Background: an optimization exercise with open tools, aiming at small area and a short achievable clock period. Do not read the settings as production practice.
At most, simulation tests tie the RTL to the original design; equivalence was not proved.
Power figures rest on the tool's default switching activity, not on a simulated workload.

==> inputs of run a <==
Design fir_gen, start of the top module:
module fir_gen (input clk, input reset, input Load_x,
    input signed [7:0] x_in, input signed [7:0] c_in, output signed [7:0] y_out);
Settings: LEC_CHECK=0, CAP_MARGIN=20, CORE_MARGIN=2, CORE_UTILIZATION=40, SETUP_SLACK_MARGIN=2.4, SLEW_MARGIN=20, SYNTH_HIERARCHICAL=1, SYNTH_MINIMUM_KEEP_SIZE=0; clock period 5.5 ns.
standard.sh (not shown) runs the stock make flow with config.mk's settings and CLKGATE_MAP_FILE= SYNTH_SCRIPT=/design/flow/synth_recipe.tcl, a recipe that flattens the netlist after the stock synthesis.
==> flow/flow/run.sh <==
#!/bin/bash
# Own layout flow: the standard flow (standard.sh), with two changes after synthesis:
#  - the input and output port buffers are buf_1 cells (buffer_ports -buffer_cell)
#  - clock tree synthesis without dummy loads
# Each step's full output goes to its own log file in this folder.
set -euo pipefail
bash standard.sh synth > synth.log 2>&1
export BUFFER_PORTS_ARGS="-buffer_cell sky130_fd_sc_hd__buf_1"
export CTS_ARGS="-sink_clustering_enable -repair_clock_nets -dont_use_dummy_load"
bash standard.sh floorplan > floorplan.log 2>&1
bash standard.sh place > place.log 2>&1
bash standard.sh cts > cts.log 2>&1
bash standard.sh route > route.log 2>&1
bash standard.sh finish > finish.log 2>&1
test -f out/final.def
==> inputs of run b, as changes to run a <==
==> flow/run.sh (new file) <==
#!/bin/bash
# synth_recipe.tcl (not shown) runs the flow's synth.tcl, then flattens the netlist and writes it again
# the make line also repeats each setting of config.mk as NAME=value (left out here)
make -C /OpenROAD-flow-scripts/flow DESIGN_CONFIG=/design/flow/config.mk WORK_HOME=/design/flow/orfs CLKGATE_MAP_FILE= SYNTH_SCRIPT=/design/flow/synth_recipe.tcl finish
--- a/flow/config.mk
+++ b/flow/config.mk
@@ -9,4 +9,4 @@
 export CORE_MARGIN = 2
-export CORE_UTILIZATION = 40
-export SETUP_SLACK_MARGIN = 2.4
+export CORE_UTILIZATION = 60
+export SETUP_SLACK_MARGIN = 2.7
 export SLEW_MARGIN = 20
removed: flow/flow/run.sh
removed: flow/standard.sh
==> inputs of run c, as changes to run a <==
==> flow/run.sh (new file) <==
#!/bin/bash
# synth_recipe.tcl (not shown) runs the flow's synth.tcl, then flattens the netlist and writes it again
# the make line also repeats each setting of config.mk as NAME=value (left out here)
make -C /OpenROAD-flow-scripts/flow DESIGN_CONFIG=/design/flow/config.mk WORK_HOME=/design/flow/orfs CLKGATE_MAP_FILE= SYNTH_SCRIPT=/design/flow/synth_recipe.tcl finish
--- a/flow/config.mk
+++ b/flow/config.mk
@@ -9,4 +9,4 @@
 export CORE_MARGIN = 2
-export CORE_UTILIZATION = 40
-export SETUP_SLACK_MARGIN = 2.4
+export CORE_UTILIZATION = 60
+export SETUP_SLACK_MARGIN = 2.6
 export SLEW_MARGIN = 20
removed: flow/flow/run.sh
removed: flow/standard.sh
==> qor summary <==
metric                                                                                 run b                             run c                   run a
Longest individual stage delay on the worst path                                     0.54 ns                           0.55 ns                 0.53 ns
Final HPWL DP                                                                        11.0 mm                           11.0 mm                 10.8 mm
Routed wl met2                                                                       8.45 mm                           8.15 mm                 7.84 mm
Core Box Area                                                                      12500 um2                         12500 um2               18700 um2
Worst-Margin Slew                                                                   0.864 ns                          0.645 ns                0.785 ns
Number of standard cells in the layout, taps in and fillers out                          812                               809                     836
Post-route clock period utilization                                                    0.533                             0.559                   0.551
Routed via count                                                                        4821                              4870                    4558
Total non-filler cell area in the finished layout                                   8770 um2                          8550 um2                8080 um2
Total of fill cells in the finished design                                               954                               972                    1700
Category of the worst setup path capture point                                          flop                        output pin              output pin
Placed Cells                                                                             762                               761                     822
Tap Cells                                                                                172                               172                     234
Cell leakage power                                                                   3.54 nW                           3.50 nW                 3.22 nW
Depth of the critical timing path with buffers and inverters included                      8                                 5                       5
Placer's final routability congestion estimate                                         0.855                             0.849                   0.820
Sw frac                                                                                0.402                             0.400                   0.404
Avg Vias per Cell                                                                       5.94                              6.02                    5.45
Result of the run                                           no timing/DRC/antenna violations  no timing/DRC/antenna violations  no timing/DRC/antenna violations
Cell internal power dissipation                                                      3.23 mW                           3.15 mW                 2.89 mW
Slowest cell on the critical path                                      sky130_fd_sc_hd__fa_2  sky130_fd_sc_hd__clkdlybuf4s50_1  sky130_fd_sc_hd__or4_1
CP Data Arrival Time                                                                 3.18 ns                           1.98 ns                 1.93 ns
Worst relative slew slack                                                              0.424                             0.570                   0.477
Setup Slack @ Placement                                                              2.11 ns                           2.20 ns                 2.10 ns
Share of layout cells above drive strength 1                                           0.273                             0.207                   0.131
Initial DRC Count                                                                        303                               308                     203
Later-pin clock latency in the skew report                                           0.35 ns                           0.35 ns                 0.36 ns

==> maple: inputs <==
Another version of the RTL of fir_gen (not shown whole).
Design fir_gen, start of the top module:
module fir_gen (input clk, input reset, input Load_x,
    input signed [7:0] x_in, input signed [7:0] c_in, output signed [7:0] y_out);
reg [7:0] c0, c1, c2;
reg [3:0] xo, xt, xn;
reg [15:0] a2r0;
reg [15:0] a2r1;
reg [16:0] a1r0;
reg [16:0] a1r1;
reg [16:0] a1r2;
reg [2:0] yq;
reg [7:0] yg;
reg [7:0] yp;
wire [8:0] xe = {x_in, 1'b0};
wire [3:0] bo, bt, bn;
genvar gi;
generate for (gi = 0; gi < 4; gi = gi + 1) begin : rec
  assign bo[gi] = xe[2*gi+1] ^ xe[2*gi];
  assign bt[gi] = (xe[2*gi+2] & ~xe[2*gi+1] & ~xe[2*gi]) | (~xe[2*gi+2] & xe[2*gi+1] & xe[2*gi]);
  assign bn[gi] = xe[2*gi+2];
end endgenerate
wire [3:0] xon = Load_x ? bo : xo;
wire [3:0] xtn = Load_x ? bt : xt;
wire [3:0] xnn = Load_x ? bn : xn;
wire p1;
wire p2;
wire p3;
wire p4;
wire p5;
wire p6;
wire p7;
wire p8;
wire p9;
wire p10;
wire p11;
wire p12;
wire p13;
wire p14;
wire p15;
wire p16;
wire p17;
wire p18;
wire p19;
wire p20;
wire p21;
wire p22;
wire p23;
wire p24;
  ...
Settings: LEC_CHECK=0, CAP_MARGIN=20, CORE_MARGIN=2, CORE_UTILIZATION=50, PLACE_DENSITY=0.7, SETUP_SLACK_MARGIN=2.5, SLEW_MARGIN=20, SYNTH_HIERARCHICAL=1, SYNTH_MINIMUM_KEEP_SIZE=0, TNS_END_PERCENT=30; clock period 5.5 ns.
==> flow/flow/run.sh <==
#!/bin/bash
# Own layout flow: the standard flow (standard.sh), with two changes after synthesis:
#  - the input and output port buffers are buf_1 cells (buffer_ports -buffer_cell)
#  - clock tree synthesis without dummy loads
# Each step's full output goes to its own log file in this folder.
set -euo pipefail
bash standard.sh synth > synth.log 2>&1
export BUFFER_PORTS_ARGS="-buffer_cell sky130_fd_sc_hd__buf_1"
export CTS_ARGS="-sink_clustering_enable -repair_clock_nets -dont_use_dummy_load"
bash standard.sh floorplan > floorplan.log 2>&1
bash standard.sh place > place.log 2>&1
bash standard.sh cts > cts.log 2>&1
bash standard.sh route > route.log 2>&1
bash standard.sh finish > finish.log 2>&1
test -f out/final.def
==> juniper: changes against maple <==
--- a/flow/design.v
+++ b/flow/design.v
@@ -447,18 +447,18 @@
 wire x424;
 wire o425;
 wire x426;
 wire o427;
 wire n428;
 wire g429;
 wire o430;
 wire g431;
-wire o432;
-wire g433;
+wire g432;
+wire o433;
 wire g434;
 wire o435;
 wire g436;
 wire g437;
 wire o438;
 wire g439;
 wire g440;
 wire o441;
@@ -473,19 +473,19 @@
 wire o450;
 wire g451;
 wire g452;
 wire o453;
 wire g454;
 wire g455;
 wire o456;
 wire g457;
-wire x458;
-wire g459;
-wire o460;
+wire g458;
+wire o459;
+wire g460;
 wire x461;
 wire g462;
 wire o463;
 wire x464;
 wire g465;
 wire o466;
 wire x467;
 wire g468;
@@ -495,16 +495,19 @@
 wire o472;
 wire x473;
 wire g474;
 wire o475;
 wire x476;
 wire g477;
 wire o478;
 wire x479;
+wire g480;
+wire o481;
+wire x482;
 assign p1 = (xo[0] & c2[0]) ^ xn[0];
 assign p2 = ((xo[0] & c2[1]) | (xt[0] & c2[0])) ^ xn[0];
 assign p3 = ((xo[0] & c2[2]) | (xt[0] & c2[1])) ^ xn[0];
 assign p4 = ((xo[0] & c2[3]) | (xt[0] & c2[2])) ^ xn[0];
 assign p5 = ((xo[0] & c2[4]) | (xt[0] & c2[3])) ^ xn[0];
 assign p6 = ((xo[0] & c2[5]) | (xt[0] & c2[4])) ^ xn[0];
 assign p7 = ((xo[0] & c2[6]) | (xt[0] & c2[5])) ^ xn[0];
 assign p8 = ((xo[0] & c2[7]) | (xt[0] & c2[6])) ^ xn[0];
@@ -811,83 +814,86 @@
 assign o421 = o387 | g388;
 assign x422 = s368 ^ o421;
 assign o423 = o396 | g397;
 assign x424 = s370 ^ o423;
 assign o425 = o399 | g400;
 assign x426 = s372 ^ o425;
 assign o427 = o402 | g403;
 assign n428 = ~o427;
-assign g429 = yq[2] & yq[0];
-assign o430 = yq[1] | g429;
-assign g431 = yp[1] & yg[0];
-assign o432 = yg[1] | g431;
-assign g433 = yp[1] & yp[0];
-assign g434 = yp[3] & yg[2];
-assign o435 = yg[3] | g434;
-assign g436 = yp[3] & yp[2];
-assign g437 = yp[5] & yg[4];
-assign o438 = yg[5] | g437;
-assign g439 = yp[5] & yp[4];
-assign g440 = yp[2] & o432;
-assign o441 = yg[2] | g440;
-assign g442 = yp[2] & g433;
-assign g443 = g436 & o432;
-assign o444 = o435 | g443;
-assign g445 = g436 & g433;
-assign g446 = yp[6] & o438;
-assign o447 = yg[6] | g446;
-assign g448 = yp[6] & g439;
-assign g449 = yp[4] & o444;
-assign o450 = yg[4] | g449;
-assign g451 = yp[4] & g445;
-assign g452 = g439 & o444;
-assign o453 = o438 | g452;
-assign g454 = g439 & g445;
-assign g455 = g448 & o444;
-assign o456 = o447 | g455;
-assign g457 = g448 & g445;
-assign x458 = yp[0] ^ o430;
-assign g459 = yp[0] & o430;
-assign o460 = yg[0] | g459;
-assign x461 = yp[1] ^ o460;
-assign g462 = g433 & o430;
-assign o463 = o432 | g462;
-assign x464 = yp[2] ^ o463;
-assign g465 = g442 & o430;
-assign o466 = o441 | g465;
-assign x467 = yp[3] ^ o466;
-assign g468 = g445 & o430;
+assign g429 = s319 & c318;
+assign o430 = c320 | g429;
+assign g431 = s319 & s317;
+assign g432 = yq[2] & yq[0];
+assign o433 = yq[1] | g432;
+assign g434 = yp[1] & yg[0];
+assign o435 = yg[1] | g434;
+assign g436 = yp[1] & yp[0];
+assign g437 = yp[3] & yg[2];
+assign o438 = yg[3] | g437;
+assign g439 = yp[3] & yp[2];
+assign g440 = yp[5] & yg[4];
+assign o441 = yg[5] | g440;
+assign g442 = yp[5] & yp[4];
+assign g443 = yp[2] & o435;
+assign o444 = yg[2] | g443;
+assign g445 = yp[2] & g436;
+assign g446 = g439 & o435;
+assign o447 = o438 | g446;
+assign g448 = g439 & g436;
+assign g449 = yp[6] & o441;
+assign o450 = yg[6] | g449;
+assign g451 = yp[6] & g442;
+assign g452 = yp[4] & o447;
+assign o453 = yg[4] | g452;
+assign g454 = yp[4] & g448;
+assign g455 = g442 & o447;
+assign o456 = o441 | g455;
+assign g457 = g442 & g448;
+assign g458 = g451 & o447;
+assign o459 = o450 | g458;
+assign g460 = g451 & g448;
+assign x461 = yp[0] ^ o433;
+assign g462 = yp[0] & o433;
+assign o463 = yg[0] | g462;
+assign x464 = yp[1] ^ o463;
+assign g465 = g436 & o433;
+assign o466 = o435 | g465;
+assign x467 = yp[2] ^ o466;
+assign g468 = g445 & o433;
 assign o469 = o444 | g468;
-assign x470 = yp[4] ^ o469;
-assign g471 = g451 & o430;
-assign o472 = o450 | g471;
-assign x473 = yp[5] ^ o472;
-assign g474 = g454 & o430;
+assign x470 = yp[3] ^ o469;
+assign g471 = g448 & o433;
+assign o472 = o447 | g471;
+assign x473 = yp[4] ^ o472;
+assign g474 = g454 & o433;
 assign o475 = o453 | g474;
-assign x476 = yp[6] ^ o475;
-assign g477 = g457 & o430;
+assign x476 = yp[5] ^ o475;
+assign g477 = g457 & o433;
 assign o478 = o456 | g477;
-assign x479 = yp[7] ^ o478;
+assign x479 = yp[6] ^ o478;
+assign g480 = g460 & o433;
+assign o481 = o459 | g480;
+assign x482 = yp[7] ^ o481;
 always @(posedge clk or posedge reset)
   if (reset) begin
     xo <= 4'd0; xt <= 4'd0; xn <= 4'd0; c0 <= 8'd0; c1 <= 8'd0; c2 <= 8'd0;
     a2r0 <= 16'd22016; a2r1 <= 16'd0; a1r0 <= 17'd43776; a1r1 <= 17'd0; a1r2 <= 17'd0; yq <= 3'd0; yg <= 8'd0; yp <= 8'd0;
   end else begin
     xo <= xon; xt <= xtn; xn <= xnn;
     if (!Load_x) begin c2 <= c_in; c1 <= c2; c0 <= c1; end
     a2r0 <= {1'b0,p36,p35,s73,c80,s79,s71,c78,s77,c76,s75,c54,s53,s37,p2,s63};
     a2r1 <= {1'b0,1'b0,c74,1'b0,s61,1'b0,c70,s69,1'b0,s67,1'b0,s65,1'b0,xnn[1],c64,1'b0};
     a1r0 <= {1'b0,c168,c192,s191,s181,c190,c188,s187,c186,s185,c184,s183,c172,s171,xnn[1],s119,s169};
     a1r1 <= {1'b0,1'b0,s167,1'b0,1'b0,c164,s189,1'b0,s177,1'b0,s155,1'b0,s173,1'b0,s149,c170,1'b0};
     a1r2 <= {1'b0,1'b0,1'b0,1'b0,1'b0,s165,1'b0,1'b0,1'b0,1'b0,s175,1'b0,1'b0,1'b0,1'b0,1'b0,1'b0};
-    yq <= {s319,c320,o355};
+    yq <= {g431,o430,o352};
     yg <= {1'b0,c373,c371,c369,c367,c365,c363,c361};
     yp <= {1'b1,s372,s370,s368,s366,s364,s362,s360};
   end
-assign y_out = {x479,x476,x473,x470,x467,x464,x461,x458};
+assign y_out = {x482,x479,x476,x473,x470,x467,x464,x461};
 endmodule
 module fa_cell (input a, input b, input c, output s, output co);
 assign {co, s} = a + b + c;
 endmodule
 module ha_cell (input a, input b, output s, output co);
 assign {co, s} = a + b;
 endmodule
PLACE_DENSITY = 0.8   (was 0.7)
==> comparison table <==
| metric | juniper | maple |
|---|---|---|
| Outcome | complete, no violations | complete, no violations |
| Post-synth cell types | 37 | 35 |
| Number of buffers other than clock buffers in the final layout | 48 | 57 |
| Routed wl met3 | 1.09 mm | 820 um |
| Adder-cell share of the synthesized area | 0.283 | 0.283 |
| Wire length reported by the detailed router | 15.9 mm | 15.7 mm |
| Post-Place Setup Slack | 2.00 ns | 2.05 ns |
| First DRT Iteration DRCs | 512 | 312 |
| Post-route minimum period | 2.96 ns | 3.02 ns |
| Net switching power | 0.00201 W | 0.00204 W |
| Total GRT Usage | 0.199 | 0.200 |
| Worst Reg2Reg Path Length in Cells | 6 | 7 |
| Start point of the critical path | xn[2] | xo[0] |
| Share of cells above drive strength 1 | 0.162 | 0.187 |
| Met3 track demand over resource | 0.0317 | 0.0227 |
| Post-route worst hold slack | 0.560 ns | 0.551 ns |
| Reported clock group power | 0.000531 W | 0.000543 W |
| Detailed-routing wirelength on met1 | 6.15 mm | 6.37 mm |
| Fraction of power consumed by sequential logic | 0.285 | 0.284 |
| Fill cell count | 1,174 | 1,173 |
| Total sequential power | 0.00139 W | 0.00140 W |
| Syn Std Cell Area | 7390 um2 | 7380 um2 |
| Register cell area after layout | 2570 um2 | 2570 um2 |
| Worst Hold Launch | a2r0[0] | a2r1[1] |
| WP data required | 5.72 ns | 5.80 ns |
| Combinational cell power | 0.00296 W | 0.00298 W |
| Layout area overhead | 7.55% | 8.72% |
For maple, only the layout was checked, not whether the RTL still works.

[afterwards: timing with drivers on the ports]
The results above use ideal ports. As a check the final layouts listed here were re-extracted and re-timed, cells and wires unchanged.
Step 1: set_driving_cell puts a clkbuf_16 on clk and a buf_2 on each other input, an assumption about the parent block.
Step 2 adds t to the input delays and takes it off the output delays; t is the mean of the earliest and latest rising clock arrival at the registers after step 1. Input paths then give back, and output paths get back, about the clock's delay inside the block.
Slacks: no drivers / after step 1 / after step 2; pairs: no drivers / after step 1.
run | t, ns | slack for setup (ns) | worst setup path at the end
run a | 0.401 | 2.472 / 2.426 / 2.423 | input to register
run b | 0.395 | 2.566 / 2.526 / 2.477 | input to register
run c | 0.393 | 2.425 / 2.382 / 2.480 | input to register
maple | 0.385 | 2.480 / 2.480 / 2.213 | input to register
juniper | 0.382 | 2.544 / 2.505 / 2.177 | input to register
After both steps setup and hold are still met in every run listed. The setup slack of juniper, which loses most, moves by -0.039 ns with the drivers and by -0.367 ns with both steps.
